This is an optimization exercise on Yosys and OpenROAD, whose aim is small area and a short achievable clock period, not a production implementation.
RTL that was checked went through simulation tests only; none was proved equivalent to the original.

==> inputs of wip/nickel <==
// panda_exec
module panda_exec (
  input  logic        clk_i,
  input  logic        rst_ni,
  input  logic [ 3:0] operator_i,
  input  logic [ 4:0] rs1_addr_i,
  input  logic [ 4:0] rs2_addr_i,
  input  logic [ 4:0] rd_addr_i,
  input  logic        rd_we_i,
  input  logic        use_imm_i,
  input  logic [31:0] imm_i,
  output logic [31:0] result_o
);
export LEC_CHECK = 0
export CAP_MARGIN = 20
export CORE_MARGIN = 2
export CORE_UTILIZATION = 40
export CTS_CLUSTER_DIAMETER = 80
export CTS_CLUSTER_SIZE = 24
export SETUP_SLACK_MARGIN = 3.0
export SLEW_MARGIN = 20
export SYNTH_HIERARCHICAL = 1
export TNS_END_PERCENT = 10
create_clock -name core_clock -period 7.5 [get_ports {clk_i}]
run.sh (not shown) runs the stock make flow with config.mk's settings and CLKGATE_MAP_FILE= SYNTH_SCRIPT=/design/flow/synth_recipe.tcl, a recipe that flattens the netlist after the stock synthesis.
==> wip/umber (differences from wip/nickel) <==
--- a/flow/design.v
+++ b/flow/design.v
@@ -62,39 +62,40 @@
     end else begin
       is_less_o = sub_result_i[Width-1];
     end
   end
 endmodule
-module panda_shifter (
-  input  logic        arithmetic_i,
-  input  logic [31:0] operand_i,
-  input  logic [ 4:0] amount_i,
-  output logic [31:0] left_o,
-  output logic [31:0] right_o
-);
-  logic fill;
-  assign fill = arithmetic_i & operand_i[31];
-  logic [31:0] l [6];
-  logic [31:0] r [6];
-  assign l[0] = operand_i;
-  assign r[0] = operand_i;
-  for (genvar s = 0; s < 5; s++) begin : g_stage
-    assign l[s+1] = amount_i[s] ? {l[s][31-(1<<s):0], {(1<<s){1'b0}}} : l[s];
-    assign r[s+1] = amount_i[s] ? {{(1<<s){fill}}, r[s][31:(1<<s)]} : r[s];
-  end
-  assign left_o  = l[5];
-  assign right_o = r[5];
+module panda_shifter #(
+  parameter int unsigned Width       = 32,
+  parameter int unsigned AmountWidth = $clog2(Width)
+) (
+  input  logic                   left_i,
+  input  logic                   arithmetic_i,
+  input  logic [      Width-1:0] operand_i,
+  input  logic [AmountWidth-1:0] amount_i,
+  output logic [      Width-1:0] result_o
+);
+  logic [Width-1:0] operand_rev;
+  logic [  Width:0] operand_ext;
+  logic [  Width:0] result_ext;
+  logic [Width-1:0] result_rev;
+  for (genvar i = 0; i < Width; i++) begin
+    assign operand_rev[i] = operand_i[Width-1-i];
+  end
+  assign operand_ext[Width-1:0] = left_i ? operand_rev : operand_i;
+  assign operand_ext[Width] = arithmetic_i & operand_ext[Width-1];
+  assign result_ext         = $signed(operand_ext) >>> amount_i;
+  for (genvar i = 0; i < Width; i++) begin
+    assign result_rev[i] = result_ext[Width-1-i];
+  end
+  assign result_o = left_i ? result_rev : result_ext[Width-1:0];
 endmodule
 module panda_alu (
   input  logic [ 3:0] operator_i,
   input  logic [31:0] operand_a_i,
   input  logic [31:0] operand_b_i,
-  output logic [31:0] arith_o,
-  output logic [31:0] shift_left_o,
-  output logic [31:0] shift_right_o,
-  output logic        sel_left_o,
-  output logic        sel_right_o
+  output logic [31:0] result_o
 );
   logic [3:0] op;
   assign op = operator_i;
   logic adder_sub;
   assign adder_sub = (op == panda_pkg::ALU_SUB) | op[3];
@@ -134,35 +135,32 @@
       3'd4:    cmp_result = ~is_less_s;
       3'd5:    cmp_result = ~is_less_u;
       default: cmp_result = 1'b0;
     endcase
   end
-  logic        fill;
-  logic [31:0] shl [6];
-  logic [31:0] shr [6];
-  assign fill   = (op == panda_pkg::ALU_SRA) & operand_a_i[31];
-  assign shl[0] = operand_a_i;
-  assign shr[0] = operand_a_i;
-  for (genvar s = 0; s < 5; s++) begin : g_shift
-    assign shl[s+1] = operand_b_i[s] ? {shl[s][31-(1<<s):0], {(1<<s){1'b0}}} : shl[s];
-    assign shr[s+1] = operand_b_i[s] ? {{(1<<s){fill}}, shr[s][31:(1<<s)]} : shr[s];
-  end
-  assign shift_left_o  = shl[5];
-  assign shift_right_o = shr[5];
-  logic op_add, op_and, op_or, op_xor, op_cmp;
+  logic [31:0] shift_result;
+  panda_shifter #(.Width(32)) i_shifter (
+    .left_i      (op == panda_pkg::ALU_SLL),
+    .arithmetic_i(op == panda_pkg::ALU_SRA),
+    .operand_i   (operand_a_i             ),
+    .amount_i    (operand_b_i[4:0]        ),
+    .result_o    (shift_result            )
+  );
+  logic op_add, op_and, op_or, op_xor, op_shift, op_cmp;
   assign op_add   = (op == panda_pkg::ALU_ADD) | (op == panda_pkg::ALU_SUB);
   assign op_and   = op == panda_pkg::ALU_AND;
   assign op_or    = op == panda_pkg::ALU_OR;
   assign op_xor   = op == panda_pkg::ALU_XOR;
+  assign op_shift = (op == panda_pkg::ALU_SLL) | (op == panda_pkg::ALU_SRL) |
+                    (op == panda_pkg::ALU_SRA);
   assign op_cmp   = op[3] & ~(op[2] & op[1]);
-  assign sel_left_o  = op == panda_pkg::ALU_SLL;
-  assign sel_right_o = (op == panda_pkg::ALU_SRL) | (op == panda_pkg::ALU_SRA);
-  assign arith_o = ({32{op_add}} & sum)     |
-                   ({32{op_and}} & g)       |
-                   ({32{op_or}}  & (g | p)) |
-                   ({32{op_xor}} & p)       |
-                   {31'b0, op_cmp & cmp_result};
+  assign result_o = ({32{op_add}}   & sum)          |
+                    ({32{op_and}}   & g)            |
+                    ({32{op_or}}    & (g | p))      |
+                    ({32{op_xor}}   & p)            |
+                    ({32{op_shift}} & shift_result) |
+                    {31'b0, op_cmp & cmp_result};
 endmodule
 module panda_rf_read #(
   parameter int N = 32
 ) (
   input  logic [N-1:0]       sel_i,
@@ -188,46 +186,49 @@
   input  logic [31:0] imm_i,
   output logic [31:0] result_o
 );
   logic [31:0]       operand_a;
   logic [31:0]       operand_b;
-  logic [31:0]       result_q;    
+  logic [31:0]       alu_result;
+  logic [31:0]       result_q;
   logic [31:1][31:0] regs_q;
-  logic [31:1]       valid_q;    
-  logic [31:1]       pend_q;     
-  logic [31:1]       ready;      
+  logic [31:1]       valid_q;
   logic [ 4:0]       wr_addr_q;
   logic              wr_en_q;
+  logic [31:1]       wen;
   always_ff @(posedge clk_i or negedge rst_ni) begin
     if (~rst_ni) begin
-      pend_q  <= '0;
-      valid_q <= '0;
       wr_en_q <= 1'b0;
     end else begin
-      for (int i = 1; i < 32; i++) begin
-        pend_q[i] <= rd_we_i & (rd_addr_i == i);
-      end
-      valid_q <= valid_q | pend_q;
       wr_en_q <= rd_we_i & (rd_addr_i != 5'd0);
     end
   end
   always_ff @(posedge clk_i) begin
     wr_addr_q <= rd_addr_i;
   end
+  for (genvar i = 1; i < 32; i++) begin : g_wen
+    assign wen[i] = wr_en_q & (wr_addr_q == i);
+  end
+  always_ff @(posedge clk_i or negedge rst_ni) begin
+    if (~rst_ni) begin
+      valid_q <= '0;
+    end else begin
+      valid_q <= valid_q | wen;
+    end
+  end
   always_ff @(posedge clk_i) begin
     for (int i = 1; i < 32; i++) begin
-      if (pend_q[i]) begin
+      if (wen[i]) begin
         regs_q[i] <= result_q;
       end
     end
   end
-  assign ready = valid_q & ~pend_q;
   logic [31:1] sel1, sel2;
   logic        byp1, byp2;
   for (genvar i = 1; i < 32; i++) begin : g_sel
-    assign sel1[i] = (rs1_addr_i == i) & ready[i];
-    assign sel2[i] = (rs2_addr_i == i) & ready[i] & ~use_imm_i;
+    assign sel1[i] = (rs1_addr_i == i) & valid_q[i] & ~wen[i];
+    assign sel2[i] = (rs2_addr_i == i) & valid_q[i] & ~wen[i] & ~use_imm_i;
   end
   assign byp1 = wr_en_q & (rs1_addr_i == wr_addr_q);
   assign byp2 = wr_en_q & (rs2_addr_i == wr_addr_q) & ~use_imm_i;
   panda_rf_read #(.N(32)) i_read_a (
     .sel_i ({sel1, byp1}),
@@ -237,39 +238,20 @@
   panda_rf_read #(.N(33)) i_read_b (
     .sel_i ({sel2, byp2, use_imm_i}),
     .data_i({regs_q, result_q, imm_i}),
     .data_o(operand_b)
   );
-  logic [31:0] arith, shift_left, shift_right;
-  logic        sel_left, sel_right;
   panda_alu i_alu (
-    .operator_i   (operator_i ),
-    .operand_a_i  (operand_a  ),
-    .operand_b_i  (operand_b  ),
-    .arith_o      (arith      ),
-    .shift_left_o (shift_left ),
-    .shift_right_o(shift_right),
-    .sel_left_o   (sel_left   ),
-    .sel_right_o  (sel_right  )
-  );
-  logic [31:0] arith_q, shift_left_q, shift_right_q;
-  logic        sel_left_q, sel_right_q;
+    .operator_i (operator_i),
+    .operand_a_i(operand_a ),
+    .operand_b_i(operand_b ),
+    .result_o   (alu_result)
+  );
   always_ff @(posedge clk_i or negedge rst_ni) begin
     if (~rst_ni) begin
-      arith_q     <= '0;
-      sel_left_q  <= 1'b0;
-      sel_right_q <= 1'b0;
-    end else begin
-      arith_q     <= arith;
-      sel_left_q  <= sel_left;
-      sel_right_q <= sel_right;
-    end
-  end
-  always_ff @(posedge clk_i) begin
-    shift_left_q  <= shift_left;
-    shift_right_q <= shift_right;
-  end
-  assign result_q = arith_q |
-                    ({32{sel_left_q}}  & shift_left_q) |
-                    ({32{sel_right_q}} & shift_right_q);
+      result_q <= '0;
+    end else begin
+      result_q <= alu_result;
+    end
+  end
   assign result_o = result_q;
 endmodule
- ABC_CLOCK_PERIOD_IN_PS: unset -> 4000
- CTS_CLUSTER_DIAMETER: 80 -> unset
- CTS_CLUSTER_SIZE: 24 -> unset
- TNS_END_PERCENT: 10 -> unset
==> wip/quartz (differences from wip/nickel) <==
--- a/flow/design.v
+++ b/flow/design.v
@@ -86,15 +86,11 @@
 endmodule
 module panda_alu (
   input  logic [ 3:0] operator_i,
   input  logic [31:0] operand_a_i,
   input  logic [31:0] operand_b_i,
-  output logic [31:0] arith_o,
-  output logic [31:0] shift_left_o,
-  output logic [31:0] shift_right_o,
-  output logic        sel_left_o,
-  output logic        sel_right_o
+  output logic [31:0] result_o
 );
   logic [3:0] op;
   assign op = operator_i;
   logic adder_sub;
   assign adder_sub = (op == panda_pkg::ALU_SUB) | op[3];
@@ -144,25 +140,28 @@
   assign shr[0] = operand_a_i;
   for (genvar s = 0; s < 5; s++) begin : g_shift
     assign shl[s+1] = operand_b_i[s] ? {shl[s][31-(1<<s):0], {(1<<s){1'b0}}} : shl[s];
     assign shr[s+1] = operand_b_i[s] ? {{(1<<s){fill}}, shr[s][31:(1<<s)]} : shr[s];
   end
-  assign shift_left_o  = shl[5];
-  assign shift_right_o = shr[5];
-  logic op_add, op_and, op_or, op_xor, op_cmp;
+  logic [31:0] shift_left, shift_right;
+  assign shift_left  = shl[5];
+  assign shift_right = shr[5];
+  logic op_add, op_and, op_or, op_xor, op_sll, op_sr, op_cmp;
   assign op_add   = (op == panda_pkg::ALU_ADD) | (op == panda_pkg::ALU_SUB);
   assign op_and   = op == panda_pkg::ALU_AND;
   assign op_or    = op == panda_pkg::ALU_OR;
   assign op_xor   = op == panda_pkg::ALU_XOR;
+  assign op_sll   = op == panda_pkg::ALU_SLL;
+  assign op_sr    = (op == panda_pkg::ALU_SRL) | (op == panda_pkg::ALU_SRA);
   assign op_cmp   = op[3] & ~(op[2] & op[1]);
-  assign sel_left_o  = op == panda_pkg::ALU_SLL;
-  assign sel_right_o = (op == panda_pkg::ALU_SRL) | (op == panda_pkg::ALU_SRA);
-  assign arith_o = ({32{op_add}} & sum)     |
-                   ({32{op_and}} & g)       |
-                   ({32{op_or}}  & (g | p)) |
-                   ({32{op_xor}} & p)       |
-                   {31'b0, op_cmp & cmp_result};
+  assign result_o = ({32{op_add}}   & sum)          |
+                    ({32{op_and}}   & g)            |
+                    ({32{op_or}}    & (g | p))      |
+                    ({32{op_xor}}   & p)            |
+                    ({32{op_sll}}   & shift_left)   |
+                    ({32{op_sr}}    & shift_right)  |
+                    {31'b0, op_cmp & cmp_result};
 endmodule
 module panda_rf_read #(
   parameter int N = 32
 ) (
   input  logic [N-1:0]       sel_i,
@@ -188,11 +187,12 @@
   input  logic [31:0] imm_i,
   output logic [31:0] result_o
 );
   logic [31:0]       operand_a;
   logic [31:0]       operand_b;
-  logic [31:0]       result_q;    
+  logic [31:0]       alu_result;
+  logic [31:0]       result_q;
   logic [31:1][31:0] regs_q;
   logic [31:1]       valid_q;    
   logic [31:1]       pend_q;     
   logic [31:1]       ready;      
   logic [ 4:0]       wr_addr_q;
@@ -237,39 +237,20 @@
   panda_rf_read #(.N(33)) i_read_b (
     .sel_i ({sel2, byp2, use_imm_i}),
     .data_i({regs_q, result_q, imm_i}),
     .data_o(operand_b)
   );
-  logic [31:0] arith, shift_left, shift_right;
-  logic        sel_left, sel_right;
   panda_alu i_alu (
-    .operator_i   (operator_i ),
-    .operand_a_i  (operand_a  ),
-    .operand_b_i  (operand_b  ),
-    .arith_o      (arith      ),
-    .shift_left_o (shift_left ),
-    .shift_right_o(shift_right),
-    .sel_left_o   (sel_left   ),
-    .sel_right_o  (sel_right  )
+    .operator_i (operator_i),
+    .operand_a_i(operand_a ),
+    .operand_b_i(operand_b ),
+    .result_o   (alu_result)
   );
-  logic [31:0] arith_q, shift_left_q, shift_right_q;
-  logic        sel_left_q, sel_right_q;
   always_ff @(posedge clk_i or negedge rst_ni) begin
     if (~rst_ni) begin
-      arith_q     <= '0;
-      sel_left_q  <= 1'b0;
-      sel_right_q <= 1'b0;
+      result_q <= '0;
     end else begin
-      arith_q     <= arith;
-      sel_left_q  <= sel_left;
-      sel_right_q <= sel_right;
-    end
-  end
-  always_ff @(posedge clk_i) begin
-    shift_left_q  <= shift_left;
-    shift_right_q <= shift_right;
-  end
-  assign result_q = arith_q |
-                    ({32{sel_left_q}}  & shift_left_q) |
-                    ({32{sel_right_q}} & shift_right_q);
+      result_q <= alu_result;
+    end
+  end
   assign result_o = result_q;
 endmodule
==> impl_metrics.csv <==
group,metric,value,unit
drt,wirelength_met1,86300,um
cells_and_area,final-nonclk-buf-share,11.5,%
logic_synthesis,synthesis.nets,3965,
floorplan,die-width,361,um
setup_path,cp_data_arrival_time,6.24,ns
outcome,status,"finished clean",
setup_path,r2r_setup_slack,2.12,ns
Source of the figures above: wip/umber

==> impl_metrics.csv <==
group,metric,value,unit
outcome,status,"finished clean",
setup_path,cp_data_arrival_time,5.85,ns
cells_and_area,final-nonclk-buf-share,9.19,%
floorplan,die-width,363,um
drt,wirelength_met1,84700,um
logic_synthesis,synthesis.nets,3981,
Source of the figures above: wip/quartz

==> impl_metrics.csv <==
group,metric,value,unit
outcome,status,"finished clean",
cells_and_area,final-nonclk-buf-share,9.05,%
logic_synthesis,synthesis.nets,4173,
setup_path,r2r_setup_slack,2.17,ns
Source of the figures above: wip/nickel

The RTL of wip/nickel and wip/umber was laid out without a check of its function.

-- port drivers added, routing unchanged --
How much do the figures lean on ideal ports? The routed layouts below were timed once more, with nothing changed but the port constraints.
Step 1 (the two cells are an assumption about what drives the block):
set clk [get_ports {clk_i}]
set_driving_cell -lib_cell sky130_fd_sc_hd__clkbuf_16 $clk
set_driving_cell -lib_cell sky130_fd_sc_hd__buf_2 [delete_from_list [all_inputs] $clk]
Step 2 moves the port delays by t, midway between the first and last clock arrival at a register: inputs arrive t later, outputs are due t later. That takes back most of the time a late clock gives input paths.
Three values: no drivers, after step 1, after step 2; two values: the first two.
run | shift t [ns] | setup WS [ns] | worst setup path at the end | cell pins on the clock port's net
wip/nickel | 0.775 | 1.941 / 1.997 / 1.222 | input to register | 1
wip/umber | 0.774 | 1.923 / 1.934 / 1.159 | input to register | 1
wip/quartz | 0.807 | 2.295 / 2.336 / 1.528 | input to register | 1
After both steps setup and hold are still met in every run listed. The setup slack of wip/quartz, which loses most, moves by +0.041 ns with the drivers and by -0.767 ns with both steps.
